This is an optimization exercise on Yosys and OpenROAD, whose aim is small area, not a production implementation.
The RTL was checked by simulation tests, not by an equivalence proof against the original design.
Power is estimated from default activity; no workload was simulated.

==> inputs of v26 <==
// b15
module b15(BE_n, Address, W_R_n, D_C_n, M_IO_n, ADS_n, Datai, Datao, CLOCK, NA_n, BS16_n, READY_n, HOLD, RESET);
Settings: LEC_CHECK=0, CAP_MARGIN=20, CORE_MARGIN=2, CORE_UTILIZATION=65, PLACE_DENSITY=0.75, SLEW_MARGIN=20; clock period 10.0 ns.
run.sh (not shown) runs the stock make flow with config.mk's settings and CLKGATE_MAP_FILE= SYNTH_SCRIPT=/design/flow/synth_recipe.tcl, a recipe that flattens the netlist after the stock synthesis.
==> v16: changes against v26 <==
--- a/flow/design.v
+++ b/flow/design.v
@@ -90,15 +90,15 @@
 reg [31:0] rEIP;
 reg [31:0] EAX, EBX;
 reg [31:0] IAP, PAP;       
 reg [3:0] Rd, Wr;          
 reg More, Flush;
-reg [127:0] Qv;            
+reg [103:0] Qv;            
 reg [15:0] Qr;             
-wire [7:0] Q [0:15];       
+wire [7:0] Q [0:14];
 genvar gq;
-generate for (gq = 0; gq < 16; gq = gq + 1) begin : g_q
+generate for (gq = 0; gq < 15; gq = gq + 1) begin : g_q
   if (gq == 13) begin : g13
     assign Q[gq] = Qr[7:0];
   end else if (gq == 14) begin : g14
     assign Q[gq] = Qr[15:8];
   end else begin : gn
@@ -184,12 +184,18 @@
 wire [7:0] T [0:7];
 wire [7:0] R [0:4];
 genvar gi;
 generate
   for (gi = 0; gi < 8; gi = gi + 1) begin : g_t
-    assign T[gi] = Rd[3] ? (Rd[2] ? Q[(gi + 12) % 16] : Q[(gi + 8) % 16])
-                         : (Rd[2] ? Q[(gi + 4) % 16]  : Q[gi]);
+    if (gi < 3) begin : g3
+      assign T[gi] = Rd[3] ? (Rd[2] ? Q[gi + 12] : Q[gi + 8])
+                           : (Rd[2] ? Q[gi + 4]  : Q[gi]);
+    end else if (gi < 7) begin : g2
+      assign T[gi] = Rd[3] ? Q[gi + 8] : (Rd[2] ? Q[gi + 4] : Q[gi]);
+    end else begin : g1    
+      assign T[gi] = Rd[2] ? Q[gi + 4] : Q[gi];
+    end
   end
   for (gi = 0; gi < 5; gi = gi + 1) begin : g_r
     assign R[gi] = Rd[1] ? (Rd[0] ? T[gi + 3] : T[gi + 2])
                          : (Rd[0] ? T[gi + 1] : T[gi]);
   end
@@ -281,12 +287,12 @@
     qwd[8*i +: 8] = wbus[i % 4];
     qwe[i] = (fill & (off[3:1] == 3'd0)) | (fill4 & (off[3:1] == 3'd1));
   end
 end
 always @(posedge CLOCK) begin
-  for (i = 0; i < 16; i = i + 1)
-    if (qwe[i] && i != 13 && i != 14) Qv[8*i +: 8] <= qwd[8*i +: 8];
+  for (i = 0; i < 13; i = i + 1)
+    if (qwe[i]) Qv[8*i +: 8] <= qwd[8*i +: 8];
   if (cp & !Wr[0]) Qv[7:0] <= Rd[0] ? Q[13] : Q[14];
   if (cp & Wr[0]) Qv[15:8] <= Q[14];
 end
 always @(posedge CLOCK, posedge RESET) begin
   if (RESET) Qr <= 16'd0;
@@ -319,11 +325,11 @@
     S5: begin
       if (rio | wio) begin
         ReadRequest <= rio;
         MemoryFetch <= opAB | opBA;
         CodeFetch <= 1'b0;
-        if (opIN | opOUT) rEIP <= {27'd0, {1'b0, Rd} + 5'd1};
+        if (opIN | opOUT) rEIP <= {28'd0, Rd + 4'd1};    
         else if (!reip_inc2) rEIP <= abs_out;
         if (rio) RequestPending <= !rdy;
         else RequestPending <= !(T1T1P & rdy & (opOUT | StateBS16));
       end
     end
==> flow/flow/run.sh (new file) <==
#!/bin/bash
set -euo pipefail
export BUFFER_PORTS_ARGS="-buffer_cell sky130_fd_sc_hd__buf_1"
export CTS_ARGS="-sink_clustering_enable -repair_clock_nets -dont_use_dummy_load -buf_list sky130_fd_sc_hd__clkbuf_8 -sink_clustering_size 16 -sink_clustering_max_diameter 50"
bash standard.sh > standard.log 2>&1
==> flow/standard.sh (new file) <==
#!/bin/bash
# synth_recipe.tcl (not shown) runs the flow's synth.tcl, then flattens the netlist and writes it again
# the make line also repeats each setting of config.mk as NAME=value (left out here)
make -C /OpenROAD-flow-scripts/flow DESIGN_CONFIG=/design/flow/config.mk WORK_HOME=/design/flow/orfs CLKGATE_MAP_FILE= SYNTH_SCRIPT=/design/flow/synth_recipe.tcl "${@:-finish}"
==> flow/config.mk (replaced) <==
export PLATFORM = sky130hd
export DESIGN_NAME = b15
export DESIGN_NICKNAME = b15
export VERILOG_FILES = /design/flow/design.v
export SDC_FILE = /design/flow/constraint.sdc
export NUM_CORES = 4
export LEC_CHECK = 0
export CAP_MARGIN = 5
export CORE_MARGIN = 2
export CORE_UTILIZATION = 75
export PLACE_DENSITY = 0.85
export SLEW_MARGIN = 5
removed: flow/run.sh
==> comparison table <==
metric	v16	v26
Sequential share of the synthesized area	38.03%	39.01%
Starting density of the core	76.26%	66.11%
Number of nets in the final layout	2931	2912
Non-clock buffering overhead in the final layout	2.442%	4.994%
Least-Margin Pin Slew	1374 ps	1210 ps
Die Height	188.9 µm	202.5 µm
Logic pwr share	57.5%	52.3%
Clock power frac	10.9%	18.0%
Number of inverters outside the clock class in the layout	80	75
Tap cell instance count	448	518
Multi-input gates	2016	1982
Total GRT Usage	47.18%	38.05%
Die X	188.9 µm	202.5 µm
Final instance area	26750 µm²	28510 µm²
Capture point of the worst reg-to-reg path	PAP[25]	PAP[24]
Final routed wire length divided by cell count	27.05 µm	24.30 µm
Sequential cell area	9757 µm²	9996 µm²
Combinational cell power	4.80 mW	4.62 mW
Gp weighted congestion	1.068	0.9971
Run status	finished clean	finished clean
Placed Instances	3059	3107
Mapped Avg Cell Area	9.751 µm²	9.868 µm²
Post-synthesis sequential element count	375	383
Compound-Gate Fraction of Synth Area	14.91%	13.41%
Root buffer selected by CTS	sky130_fd_sc_hd__clkbuf_8	sky130_fd_sc_hd__clkbuf_16

* * *

==> run a: inputs <==
b15 again, from the RTL that the note above started with.
clock: 10.0 ns
lec_check: 0
cap_margin: 20
core_margin: 2
core_utilization: 75
cts_buf_list: sky130_fd_sc_hd__clkbuf_8
cts_cluster_diameter: 50
cts_cluster_size: 16
place_density: 0.85
slew_margin: 20
Stock flow here: none of the scripts above is used.
==> inputs of run b, as changes to run a <==
--- a/flow/design.v
+++ b/flow/design.v
@@ -87,21 +87,21 @@
 reg StateBS16;
 reg [3:0] ByteEnable;
 reg RequestPending, ReadRequest, MemoryFetch, CodeFetch;
 reg [31:0] rEIP;
 reg [31:0] EAX, EBX;
 reg [31:0] IAP, PAP;       
 reg [3:0] Rd, Wr;          
 reg More, Flush;
-reg [127:0] Qv;            
+reg [103:0] Qv;            
 reg [15:0] Qr;             
-wire [7:0] Q [0:15];       
+wire [7:0] Q [0:14];
 genvar gq;
-generate for (gq = 0; gq < 16; gq = gq + 1) begin : g_q
+generate for (gq = 0; gq < 15; gq = gq + 1) begin : g_q
   if (gq == 13) begin : g13
     assign Q[gq] = Qr[7:0];
   end else if (gq == 14) begin : g14
     assign Q[gq] = Qr[15:8];
   end else begin : gn
     assign Q[gq] = Qv[8*gq +: 8];
   end
 end endgenerate
@@ -181,18 +181,24 @@
     2'd3: ByteEnable <= 4'b0111;
   endcase
 end
 wire [7:0] T [0:7];
 wire [7:0] R [0:4];
 genvar gi;
 generate
   for (gi = 0; gi < 8; gi = gi + 1) begin : g_t
-    assign T[gi] = Rd[3] ? (Rd[2] ? Q[(gi + 12) % 16] : Q[(gi + 8) % 16])
-                         : (Rd[2] ? Q[(gi + 4) % 16]  : Q[gi]);
+    if (gi < 3) begin : g3
+      assign T[gi] = Rd[3] ? (Rd[2] ? Q[gi + 12] : Q[gi + 8])
+                           : (Rd[2] ? Q[gi + 4]  : Q[gi]);
+    end else if (gi < 7) begin : g2
+      assign T[gi] = Rd[3] ? Q[gi + 8] : (Rd[2] ? Q[gi + 4] : Q[gi]);
+    end else begin : g1    
+      assign T[gi] = Rd[2] ? Q[gi + 4] : Q[gi];
+    end
   end
   for (gi = 0; gi < 5; gi = gi + 1) begin : g_r
     assign R[gi] = Rd[1] ? (Rd[0] ? T[gi + 3] : T[gi + 2])
                          : (Rd[0] ? T[gi + 1] : T[gi]);
   end
 endgenerate
 wire [7:0] op = R[0];
 wire [7:0] q1 = R[1];
@@ -278,18 +284,18 @@
   end
   for (i = 0; i < 16; i = i + 1) begin
     off = i[3:0] - Wr;
     qwd[8*i +: 8] = wbus[i % 4];
     qwe[i] = (fill & (off[3:1] == 3'd0)) | (fill4 & (off[3:1] == 3'd1));
   end
 end
 always @(posedge CLOCK) begin
-  for (i = 0; i < 16; i = i + 1)
-    if (qwe[i] && i != 13 && i != 14) Qv[8*i +: 8] <= qwd[8*i +: 8];
+  for (i = 0; i < 13; i = i + 1)
+    if (qwe[i]) Qv[8*i +: 8] <= qwd[8*i +: 8];
   if (cp & !Wr[0]) Qv[7:0] <= Rd[0] ? Q[13] : Q[14];
   if (cp & Wr[0]) Qv[15:8] <= Q[14];
 end
 always @(posedge CLOCK, posedge RESET) begin
   if (RESET) Qr <= 16'd0;
   else begin
     if (qwe[13]) Qr[7:0] <= qwd[8*13 +: 8];
     if (qwe[14]) Qr[15:8] <= qwd[8*14 +: 8];
@@ -316,17 +322,17 @@
     end
     S3: RequestPending <= 1'b1;
     S4: RequestPending <= 1'b0;
     S5: begin
       if (rio | wio) begin
         ReadRequest <= rio;
         MemoryFetch <= opAB | opBA;
         CodeFetch <= 1'b0;
-        if (opIN | opOUT) rEIP <= {27'd0, {1'b0, Rd} + 5'd1};
+        if (opIN | opOUT) rEIP <= {28'd0, Rd + 4'd1};    
         else if (!reip_inc2) rEIP <= abs_out;
         if (rio) RequestPending <= !rdy;
         else RequestPending <= !(T1T1P & rdy & (opOUT | StateBS16));
       end
     end
     S6: if (rdy) RequestPending <= 1'b0;
     S9: rEIP <= PAP;
     default: ;
==> flow/flow/run.sh (new file) <==
#!/bin/bash
set -euo pipefail
export BUFFER_PORTS_ARGS="-buffer_cell sky130_fd_sc_hd__buf_1"
export CTS_ARGS="-sink_clustering_enable -repair_clock_nets -dont_use_dummy_load -buf_list sky130_fd_sc_hd__clkbuf_8 -sink_clustering_size 16 -sink_clustering_max_diameter 50"
bash standard.sh > standard.log 2>&1
==> flow/standard.sh (new file) <==
#!/bin/bash
# synth_recipe.tcl (not shown) runs the flow's synth.tcl, then flattens the netlist and writes it again
# the make line also repeats each setting of config.mk as NAME=value (left out here)
make -C /OpenROAD-flow-scripts/flow DESIGN_CONFIG=/design/flow/config.mk WORK_HOME=/design/flow/orfs CLKGATE_MAP_FILE= SYNTH_SCRIPT=/design/flow/synth_recipe.tcl "${@:-finish}"
==> flow/config.mk (replaced) <==
export PLATFORM = sky130hd
export DESIGN_NAME = b15
export DESIGN_NICKNAME = b15
export VERILOG_FILES = /design/flow/design.v
export SDC_FILE = /design/flow/constraint.sdc
export NUM_CORES = 4
export LEC_CHECK = 0
export CAP_MARGIN = 20
export CORE_MARGIN = 2
export CORE_UTILIZATION = 75
export GPL_TIMING_DRIVEN = 0
export PLACE_DENSITY = 0.85
export SLEW_MARGIN = 20
removed: flow/run.sh
==> inputs of run c, as changes to run a <==
==> flow/flow/run.sh (new file) <==
#!/bin/bash
set -euo pipefail
export BUFFER_PORTS_ARGS="-buffer_cell sky130_fd_sc_hd__buf_1"
export CTS_ARGS="-sink_clustering_enable -repair_clock_nets -dont_use_dummy_load -buf_list sky130_fd_sc_hd__clkbuf_16 -sink_clustering_size 20 -sink_clustering_max_diameter 60"
export RECOVER_POWER=100
bash standard.sh > standard.log 2>&1
==> flow/standard.sh (new file) <==
#!/bin/bash
# synth_recipe.tcl (not shown) runs the flow's synth.tcl, then flattens the netlist and writes it again
# the make line also repeats each setting of config.mk as NAME=value (left out here)
make -C /OpenROAD-flow-scripts/flow DESIGN_CONFIG=/design/flow/config.mk WORK_HOME=/design/flow/orfs CLKGATE_MAP_FILE= SYNTH_SCRIPT=/design/flow/synth_recipe.tcl "${@:-finish}"
==> flow/config.mk (replaced) <==
export PLATFORM = sky130hd
export DESIGN_NAME = b15
export DESIGN_NICKNAME = b15
export VERILOG_FILES = /design/flow/design.v
export SDC_FILE = /design/flow/constraint.sdc
export NUM_CORES = 4
export LEC_CHECK = 0
export CAP_MARGIN = 20
export CORE_MARGIN = 2
export CORE_UTILIZATION = 75
export PLACE_DENSITY = 0.85
export SLEW_MARGIN = 20
removed: flow/run.sh
==> results.yml <==
outcome:
  run_status: "complete, no violations"
critical_path:
  regToRegStartpoint: "Rd[1]"
synth:
  synth_cell_types: 79
  netlist.area_leader.share_pct: 22.5
cells_and_area:
  n_antenna_cell: 0
  multi_input_area_share_pct: 54.7
placement:
  place_worst_setup_slack_ns: -0.402
min_path:
  hold-path-endpoint: "BE_n[0]"
global_route:
  global_route.usage.total_pct: 51.1
Source of the figures above: run b

==> results.yml <==
placement:
  place_worst_setup_slack_ns: 1.34
flow_run:
  drv.max_cap_violation_count: 6
outcome:
  run_status: "failed layout checks"
  blocking_checks: "max-capacitance violations, max-slew violations"
min_path:
  hold-path-endpoint: "W_R_n"
synth:
  synth_cell_types: 82
  netlist.area_leader.share_pct: 22.5
global_route:
  global_route.usage.total_pct: 44.4
timing:
  finalMaxSlewViolations: 365
Source of the figures above: run c

==> results.yml <==
cells_and_area:
  multi_input_area_share_pct: 52.9
  n_antenna_cell: 1
outcome:
  run_status: "complete, no violations"
synth:
  synth_cell_types: 82
  netlist.area_leader.share_pct: 22.5
placement:
  place_worst_setup_slack_ns: 1.17
global_route:
  global_route.usage.total_pct: 44.5
min_path:
  hold-path-endpoint: "D_C_n"
Source of the figures above: run a

re-timing with driven ports:
The flow's constraints put no driver on any port. The routed layouts listed below were extracted and timed again, unchanged, in two steps.
Step 1 sets driving cells, clkbuf_16 on the clock port and buf_2 on the other inputs (assumed; they add their load-dependent delay and slew).
Step 2, shift: input delay + t, output delay - t, t = (earliest + latest rising clock arrival at the registers) / 2. This alone moves slack from input paths to output paths.
a / b / c = ideal ports / drivers / drivers and shift; a / b = the first two.
run | t, ns | slack for setup (ns) | worst register clock-pin slew, ns
v26 | 0.637 | 1.195 / 1.195 / 1.195 | 0.07 / 0.07
v16 | 0.706 | 0.638 / 0.638 / 0.638 | 0.11 / 0.11
run a | 0.684 | 0.964 / 0.964 / 0.964 | 0.11 / 0.11
run b | 0.627 | 0.438 / 0.438 / 0.438 | 0.11 / 0.11
run c | 0.639 | 0.865 / 0.865 / 0.865 | 0.09 / 0.09
